What follows belongs to an exercise in optimizing a design on an open flow for small area and a short achievable clock period; a production flow would make more cautious choices.
RTL that was checked went through simulation tests only; none was proved equivalent to the original.
Power figures rest on the tool's default switching activity, not on a simulated workload.

==> v7: inputs <==
==> flow/design.v (excerpt) <==
module FPU_top  #(
    parameter NUM_OP    = 1
)(
    input logic                 i_clk           ,
    input logic                 i_rst_n         ,
    input logic [NUM_OP-1:0]    i_add_sub       ,
    input logic [31:0]          i_32_a          ,
    input logic [31:0]          i_32_b          ,
    output logic [31:0]         o_32_s          ,
    output logic                o_ov_flag       ,
    output logic                o_un_flag
);
export LEC_CHECK = 0
export ABC_AREA = 1
export CAP_MARGIN = 20
export CORE_MARGIN = 2
export CORE_UTILIZATION = 40
export PLACE_DENSITY = 0.6
export SLEW_MARGIN = 20
create_clock -name core_clock -period 15.0 [get_ports {i_clk}]
standard.sh (not shown) runs the stock make flow with config.mk's settings and CLKGATE_MAP_FILE= SYNTH_SCRIPT=/design/flow/synth_recipe.tcl, a recipe that flattens the netlist after the stock synthesis.
==> flow/flow/run.sh <==
#!/bin/bash
set -euo pipefail
bash standard.sh SETUP_SLACK_MARGIN=9.3 "BUFFER_PORTS_ARGS=-buffer_cell sky130_fd_sc_hd__buf_2" finish > standard_flow.log 2>&1
==> v32: changes against v7 <==
--- a/flow/design.v
+++ b/flow/design.v
@@ -698,15 +698,15 @@
     output logic [31:0]         o_32_s          ,
     output logic                o_ov_flag       ,
     output logic                o_un_flag
 );
 logic        w_sa, w_sb, w_sbe, w_eff_sub;
 logic [7:0]  w_ea, w_eb;
 logic [22:0] w_fa, w_fb;
-logic [4:0]  w_dab;
+logic [8:0]  w_dab;
 logic [4:0]  w_dba;
 logic        w_exp_lt;
 logic [4:0]  w_shamt;
 logic        w_sh0, w_f_lt, w_f_gt, w_swap2, w_sign, w_near;
 logic [7:0]  w_emax;
 logic [22:0] w_big, w_small;
 logic        w_sel_exp;
@@ -715,78 +715,63 @@
 assign w_sb = i_32_b[31];
 assign w_ea = i_32_a[30:23];
 assign w_eb = i_32_b[30:23];
 assign w_fa = i_32_a[22:0];
 assign w_fb = i_32_b[22:0];
 assign w_sbe     = w_sb ^ i_add_sub[0];
 assign w_eff_sub = w_sa ^ w_sbe;
-assign w_dab    = w_ea[4:0] - w_eb[4:0];
+assign w_dab    = {1'b0, w_ea} - {1'b0, w_eb};
 assign w_dba    = w_eb[4:0] - w_ea[4:0];
-assign w_shamt  = w_exp_lt ? w_dba : w_dab;
-logic [7:0] w_e_gt [3:0];
-logic [7:0] w_e_lt [3:0];
-assign w_e_gt[0] = w_ea & ~w_eb;
-assign w_e_lt[0] = ~w_ea & w_eb;
-genvar gi;
-generate
-    for (gi = 0; gi < 3; gi++) begin : GEN_ECMP
-        for (genvar gj = 0; gj < (4 >> gi); gj++) begin : GEN_ECMP_NODE
-            assign w_e_gt[gi+1][gj] = w_e_gt[gi][2*gj+1] | (~w_e_lt[gi][2*gj+1] & w_e_gt[gi][2*gj]);
-            assign w_e_lt[gi+1][gj] = w_e_lt[gi][2*gj+1] | (~w_e_gt[gi][2*gj+1] & w_e_lt[gi][2*gj]);
-        end
-        assign w_e_gt[gi+1][7:(4 >> gi)] = '0;
-        assign w_e_lt[gi+1][7:(4 >> gi)] = '0;
-    end
-endgenerate
-assign w_exp_lt = w_e_lt[3][0];
+assign w_exp_lt = w_dab[8];
+assign w_shamt  = w_exp_lt ? w_dba : w_dab[4:0];
 assign w_emax   = w_exp_lt ? w_eb : w_ea;
 assign w_sh0    = (w_ea[4:0] == w_eb[4:0]);
 assign w_f_lt   = w_fa < w_fb;
 assign w_f_gt   = w_fb < w_fa;
 assign w_big    = w_exp_lt ? w_fb : w_fa;
 assign w_small  = w_exp_lt ? w_fa : w_fb;
 assign w_swap2  = w_eff_sub & w_sh0 & (w_exp_lt ? w_f_gt : w_f_lt);
 assign w_sign   = (w_exp_lt | (w_sh0 & w_f_lt)) ? w_sbe : w_sa;
-assign w_near   = w_eff_sub & ((w_dab == 5'd0) | (w_exp_lt ? (w_dab == 5'd31) : (w_dab == 5'd1)));
+assign w_near   = w_eff_sub & ~|w_shamt[4:1];
 PSC_unit PSC_UNIT(
     .i_add_sub          (i_add_sub[0]),
     .i_sign_a           (w_sa),
     .i_exp_a            (w_ea),
     .i_man_a            ({1'b1, w_fa}),
     .i_sign_b           (w_sb),
     .i_exp_b            (w_eb),
     .i_man_b            ({1'b1, w_fb}),
     .o_sel_exp          (w_sel_exp),
     .o_sel_man          (w_sel_man)
 );
 logic [22:0] r_big, r_small;
 logic [4:0]  r_shamt;
 logic [7:0]  r_emax;
-logic        r_sign, r_eff_sub, r_swap2, r_near, r_sh0n, r_sel_exp;
+logic        r_sign, r_eff_sub, r_swap2, r_near, r_sel_exp;
 logic [1:0]  r_sel_man;
 always_ff @( posedge i_clk ) begin
     r_big       <= w_big;
     r_small     <= w_small;
     r_shamt     <= w_shamt;
     r_emax      <= w_emax;
     r_sign      <= w_sign;
     r_eff_sub   <= w_eff_sub;
     r_swap2     <= w_swap2;
     r_near      <= w_near;
-    r_sh0n      <= ~w_shamt[0];
     r_sel_exp   <= w_sel_exp;
     r_sel_man   <= w_sel_man;
 end
 logic [27:0] w_A, w_Bf;
 logic [27:0] w_sh [5:0];
 logic [27:0] w_Rf, w_Nf;
 logic        w_coutf, w_ovf, w_zerof, w_rndf, w_rnd_ovf;
 logic [7:0]  w_expf;
 assign w_A = {1'b1, r_big, 4'b0};
 assign w_sh[0] = {1'b1, r_small, 4'b0} ^ {28{r_eff_sub}};
+genvar gi;
 generate
     for (gi = 0; gi < 5; gi++) begin : GEN_RSHIFT
         assign w_sh[gi+1] = r_shamt[gi] ? {{(1<<gi){r_eff_sub}}, w_sh[gi][27:(1<<gi)]} : w_sh[gi];
     end
 endgenerate
 assign w_Bf = w_sh[5];
 assign {w_coutf, w_Rf} = {1'b0, w_A} + {1'b0, w_Bf} + {28'd0, r_eff_sub};
@@ -801,15 +786,15 @@
     else if (w_Rf[27])            w_expf = r_emax;
     else                          w_expf = r_emax - 8'd1;
 end
 logic [27:0] w_Bn, w_Sn, w_Rn, w_Nn;
 logic [4:0]  w_lz;
 logic        w_zeron;
 logic [7:0]  w_expn;
-assign w_Bn = r_sh0n ? {1'b1, r_small, 4'b0} : {1'b0, 1'b1, r_small, 3'b0};
+assign w_Bn = r_shamt[0] ? {1'b0, 1'b1, r_small, 3'b0} : {1'b1, r_small, 4'b0};
 assign w_Sn = w_A + ~w_Bn + {27'd0, ~r_swap2};
 assign w_Rn = w_Sn ^ {28{r_swap2}};
 logic [31:0] w_lzd_in;
 assign w_lzd_in = {w_Rn[27:4], 8'hFF};
 logic [15:0] w_v1;  logic [15:0] w_p1;
 logic [7:0]  w_v2;  logic [1:0]  w_p2 [7:0];
 logic [3:0]  w_v3;  logic [2:0]  w_p3 [3:0];
@@ -853,51 +838,31 @@
         default: begin
             w_man_pre = r_near ? w_Nn[26:4] : w_Nf[26:4];
             w_rnd_sel = ~r_near & w_rndf;
         end
     endcase
 end
 assign w_exp     = r_sel_exp ? 8'hFF : (r_near ? w_expn : w_expf);
-logic w_c8, w_c16, w_rnd_ok;
-assign w_rnd_ok = ~r_near & ~r_sel_man[0] & ~r_sel_man[1] | ~r_near & r_sel_man[0] & r_sel_man[1];
-assign w_c8  = w_rnd_ok & w_rndf & (&w_Nf[11:4]);
-assign w_c16 = w_rnd_ok & w_rndf & (&w_Nf[19:4]);
 assign w_ov_flag = ~r_near & (w_ovf | w_rnd_ovf);
 assign w_un_flag = r_near ? ~w_Rn[27] : ~w_Rf[27];
-logic        q_sign, q_rnd, q_c8, q_c16;
+logic        q_sign, q_rnd;
 logic [7:0]  q_exp;
 logic [22:0] q_man;
 always_ff @( posedge i_clk or negedge i_rst_n ) begin
     if(~i_rst_n) begin
         q_sign              <= '0;
         q_exp               <= '0;
         q_man               <= '0;
         q_rnd               <= '0;
-        q_c8                <= '0;
-        q_c16               <= '0;
         o_ov_flag           <= '0;
         o_un_flag           <= '0;
     end else begin
         q_sign              <= r_sign;
         q_exp               <= w_exp;
         q_man               <= w_man_pre;
         q_rnd               <= w_rnd_sel;
-        q_c8                <= w_c8;
-        q_c16               <= w_c16;
         o_ov_flag           <= w_ov_flag;
         o_un_flag           <= w_un_flag;
     end
 end
-logic [22:0] w_inc;
-generate
-    for (gi = 0; gi < 23; gi++) begin : GEN_INC
-        localparam int B = (gi / 8) * 8;
-        logic w_cb;
-        if (gi < 8)       assign w_cb = q_rnd;
-        else if (gi < 16) assign w_cb = q_c8;
-        else              assign w_cb = q_c16;
-        if (gi == B) assign w_inc[gi] = w_cb;
-        else         assign w_inc[gi] = w_cb & (&q_man[gi-1:B]);
-    end
-endgenerate
-assign o_32_s = {q_sign, q_exp, q_man ^ w_inc};
+assign o_32_s = {q_sign, q_exp, q_man + {22'd0, q_rnd}};
 endmodule
==> flow/run.sh (new file) <==
#!/bin/bash
# synth_recipe.tcl (not shown) runs the flow's synth.tcl, then flattens the netlist and writes it again
# the make line also repeats each setting of config.mk as NAME=value (left out here)
make -C /OpenROAD-flow-scripts/flow DESIGN_CONFIG=/design/flow/config.mk WORK_HOME=/design/flow/orfs CLKGATE_MAP_FILE= SYNTH_SCRIPT=/design/flow/synth_recipe.tcl finish
Settings changed: ABC_AREA 1 to default.
removed: flow/flow/run.sh
removed: flow/standard.sh
==> comparison <==
- Of v32 and v7, v32 has the higher hold slack (gap 0.0062 ns).
- Area after synthesis: v32 is lower than v7 (about 0.8%).
- Against v32, the first-iteration DRC count of v7 is larger by 6.4%.
- Clock power: v7 is higher than v32 (about 4%).
- Sequential power: v7 is higher than v32 (5.6%).
- In v7 the cell area is smaller than in v32, by 0.71%.
- Count of clock-buffer cells in the layout: v7 is lower than v32 (1).
- v32 completed without violations. v7 went through all stages and came out clean.
- Against v32, the non-clock buffer count of v7 is higher by 6.
- Of v32 and v7, v32 has the higher core utilization (gap 0.55 points).
==> figures <==
                                                                           v7                       v32
Result of the run                                     complete, no violations   complete, no violations
Detailed-routed wire length on met3                              3681 microns              3549 microns
Source of the worst register-to-register timing path                   r_sh0n                   r_swap2
Instance count of the mapped netlist                                     2302                      1769
Layout clock buffers                                                        9                        10
Final period demand of the worst path                                5.355 ns                  7.495 ns
Cell area after synthesis                                         13360 sq um               13250 sq um
Fraction of the cycle the final worst path needs                       35.70%                    49.97%
Maximum clock rate                                                  186.8 MHz                 133.4 MHz
Proportion of synthesized area in mux cells                          0.07495%                    10.29%
Buffers excl. clock                                                       118                       112
Number of nets produced by synthesis                                     2465                      1933
Detailed-route wire length                                      49010 microns             48410 microns
Filler-free cell count of the finished design                            2797                      2233
Width of the die                                                186.7 microns             186.0 microns
Routed wire length on met2                                      21180 microns             21510 microns
Footprint of the multi-input gates                                 9682 sq um               10260 sq um
Slowest library cell on the worst path                  sky130_fd_sc_hd__fa_1  sky130_fd_sc_hd__dfxtp_2
Launching element of the worst setup path                              r_sh0n                   r_swap2
The RTL of v7 was laid out without a check of its function.

==> separate check: timing with driven ports <==
How much do the figures lean on ideal ports? The routed layouts below were timed once more, with nothing changed but the port constraints. Step 1: set_driving_cell puts a clkbuf_16 on i_clk and a buf_2 on each other input, an assumption about the parent block. Step 2 adds t to the input delays and takes it off the output delays; t is the mean of the earliest and latest rising clock arrival at the registers after step 1. Input paths then give back, and output paths get back, about the clock's delay inside the block. Slacks: no drivers / after step 1 / after step 2; pairs: no drivers / after step 1.
run | t, ns | setup slack, ns | latest minus earliest clock arrival (ns) | slew at the worst register clock pin (ns)
v7 | 0.417 | 9.645 / 9.645 / 9.310 | 0.011 / 0.012 | 0.08 / 0.08
v32 | 0.421 | 7.505 / 7.505 / 7.505 | 0.015 / 0.015 | 0.08 / 0.08
After both steps setup and hold are still met in every run listed. For v7, which loses most, drivers alone change the setup slack by 0.000 ns; drivers and shift together by -0.335 ns.
